This design comes from an exercise in tuning for small area on the open sky130 flow, not from production work. The RTL was checked by simulation tests, not by an equivalence proof against the original design. Power is estimated from default activity; no workload was simulated.

== v16 ==
==> flow/design.v (excerpt) <==
module main (
    input wire clk,
    input wire rst,
    input wire fwd_in,
    input wire bwd_in,
    input wire left_in,
    input wire right_in,
    input wire stoplight_in,
    input wire stopsign_in,
    input wire failsafe_in,
    output wire [3:0] m1_out,
    output wire [3:0] m2_out,
    output wire [2:0] md_state,
    input  wire echo_fwd,
    output wire trig_fwd,
    input  wire echo_bwd1,
    output wire trig_bwd1,
    input  wire echo_bwd2,
    output wire trig_bwd2,
    output wire beep_bwd1,
    output wire beep_bwd2,
    input  wire buzzer_in,
    output wire buzzer,
    input wire ld_left,
    input wire ld_right
);
clock: 20.0 ns
lec_check: 0
cap_margin: 20
core_margin: 2
core_utilization: 75
cts_buf_list: sky130_fd_sc_hd__clkbuf_8
slew_margin: 20
standard.sh (not shown) runs the stock make flow with config.mk's settings and CLKGATE_MAP_FILE= SYNTH_SCRIPT=/design/flow/synth_recipe.tcl, a recipe that flattens the netlist after the stock synthesis.
==> flow/flow/run.sh <==
#!/bin/bash
# The standard layout (the standard.sh: standard synthesis, floorplan, power
# grid, placement, routing), with two changes:
#  - the port buffers are the smallest buffer, buf_1;
#  - clock tree synthesis uses clkbuf_8 and larger sink clusters, and adds no
#    dummy loads.
# make's full output goes to flow.log; each ORFS step also keeps its own log
# under orfs/logs/.
set -euo pipefail
bash standard.sh \
  "CTS_ARGS=-sink_clustering_enable -repair_clock_nets -dont_use_dummy_load -buf_list sky130_fd_sc_hd__clkbuf_8 -sink_clustering_size 30 -sink_clustering_max_diameter 60" \
  "BUFFER_PORTS_ARGS=-buffer_cell sky130_fd_sc_hd__buf_1" \
  finish > flow.log 2>&1
v16 finished end to end and its layout was clean on timing, DRC and antenna.
Relative to v16, the following input files were edited for v1:
- a change of CTS_BUF_LIST from sky130_fd_sc_hd__clkbuf_8 to sky130_fd_sc_hd__clkbuf_4
- an added CTS_CLUSTER_SIZE of 12
==> flow/run.sh (new file) <==
#!/bin/bash
# synth_recipe.tcl (not shown) runs the flow's synth.tcl, then flattens the netlist and writes it again
# the make line also repeats each setting of config.mk as NAME=value (left out here)
make -C /OpenROAD-flow-scripts/flow DESIGN_CONFIG=/design/flow/config.mk WORK_HOME=/design/flow/orfs CLKGATE_MAP_FILE= SYNTH_SCRIPT=/design/flow/synth_recipe.tcl finish
removed: flow/flow/run.sh
removed: flow/standard.sh
## What came out
v1 vs v16 — met3 usage in global routing rose 0.55 points. Total power in v1 is 0.033 mW above v16. As far as critical-path maximum fanout goes, v1 and v16 are indistinguishable; the numbers are identical. Lower power per cell area goes to v16 over v1. In the tables for v16 and v1, fraction of power consumed by combinational cells reads higher with v1.
Here is what was changed in the inputs of v54 compared with v1.
- changing CTS_BUF_LIST from sky130_fd_sc_hd__clkbuf_4 to sky130_fd_sc_hd__clkbuf_8
- removing CTS_CLUSTER_SIZE (formerly 12)
==> flow/flow/run.sh (new file) <==
#!/bin/bash
# The standard layout (the standard.sh: standard synthesis, floorplan, power
# grid, placement, routing), with two changes:
#  - the port buffers are the smallest buffer, buf_1;
#  - clock tree synthesis uses clkbuf_8 and larger sink clusters, and adds no
#    dummy loads.
# make's full output goes to flow.log; each ORFS step also keeps its own log
# under orfs/logs/.
set -euo pipefail
bash standard.sh \
  "CTS_ARGS=-sink_clustering_enable -repair_clock_nets -dont_use_dummy_load -buf_list sky130_fd_sc_hd__clkbuf_16 -sink_clustering_size 64 -sink_clustering_max_diameter 300 -distance_between_buffers 200" \
  "BUFFER_PORTS_ARGS=-buffer_cell sky130_fd_sc_hd__buf_1" \
  finish > flow.log 2>&1
==> flow/standard.sh (new file) <==
#!/bin/bash
# synth_recipe.tcl (not shown) runs the flow's synth.tcl, then flattens the netlist and writes it again
# the make line also repeats each setting of config.mk as NAME=value (left out here)
make -C /OpenROAD-flow-scripts/flow DESIGN_CONFIG=/design/flow/config.mk WORK_HOME=/design/flow/orfs CLKGATE_MAP_FILE= SYNTH_SCRIPT=/design/flow/synth_recipe.tcl "${@:-finish}"
removed: flow/run.sh
Findings:
- v54: full flow OK, the timing, DRC and antenna checks passed
- The post-route cell area of v54 is lower than that of v1.
- v54: power share of the combinational group is 1.0 points lower than what v1 reported.
- Changes observed in v54 relative to v1: proportion of cell area occupied by multi-input gates went up by 0.51 points, wire length of the first global-routing pass went down by 210 um, fraction of cell area in non-clock buffers has decreased.
- Diff v1 -> v54 | sequential portion of the cell area | increase of 0.55 points
- Comparing layout-stage area growth over the synthesis result for v54 and v1, the smaller number came from v54.

## static timing again, ports no longer ideal
No port has a modelled driver above. Below, the same layouts with a new extraction and two added sets of constraints. Step 1 assumes that a clkbuf_16 drives the clock port and a buf_2 every other input. Step 2 also shifts input and output timing later by t, the mid clock arrival at the registers, as if the neighbouring blocks saw the same clock. Three values: no drivers, after step 1, after step 2; two values: the first two.
| run | shift t [ns] | slack for setup (ns) | hold slack, ns | worst setup path at the end | worst data-port slew with drivers (ns) |
|---|---|---|---|---|---|
| v16 | 0.432 | 11.546 / 11.524 / 11.524 | 0.443 / 0.443 / 0.443 | input to output | 0.04 |
| v1 | 0.536 | 10.869 / 10.840 / 10.840 | 0.460 / 0.460 / 0.460 | input to output | 0.04 |
| v54 | 0.434 | 11.542 / 11.520 / 11.520 | 0.446 / 0.446 / 0.446 | input to output | 0.04 |
After both steps setup and hold are still met in every run listed. The setup slack of v1, which loses most, moves by -0.029 ns with the drivers and by -0.029 ns with both steps.
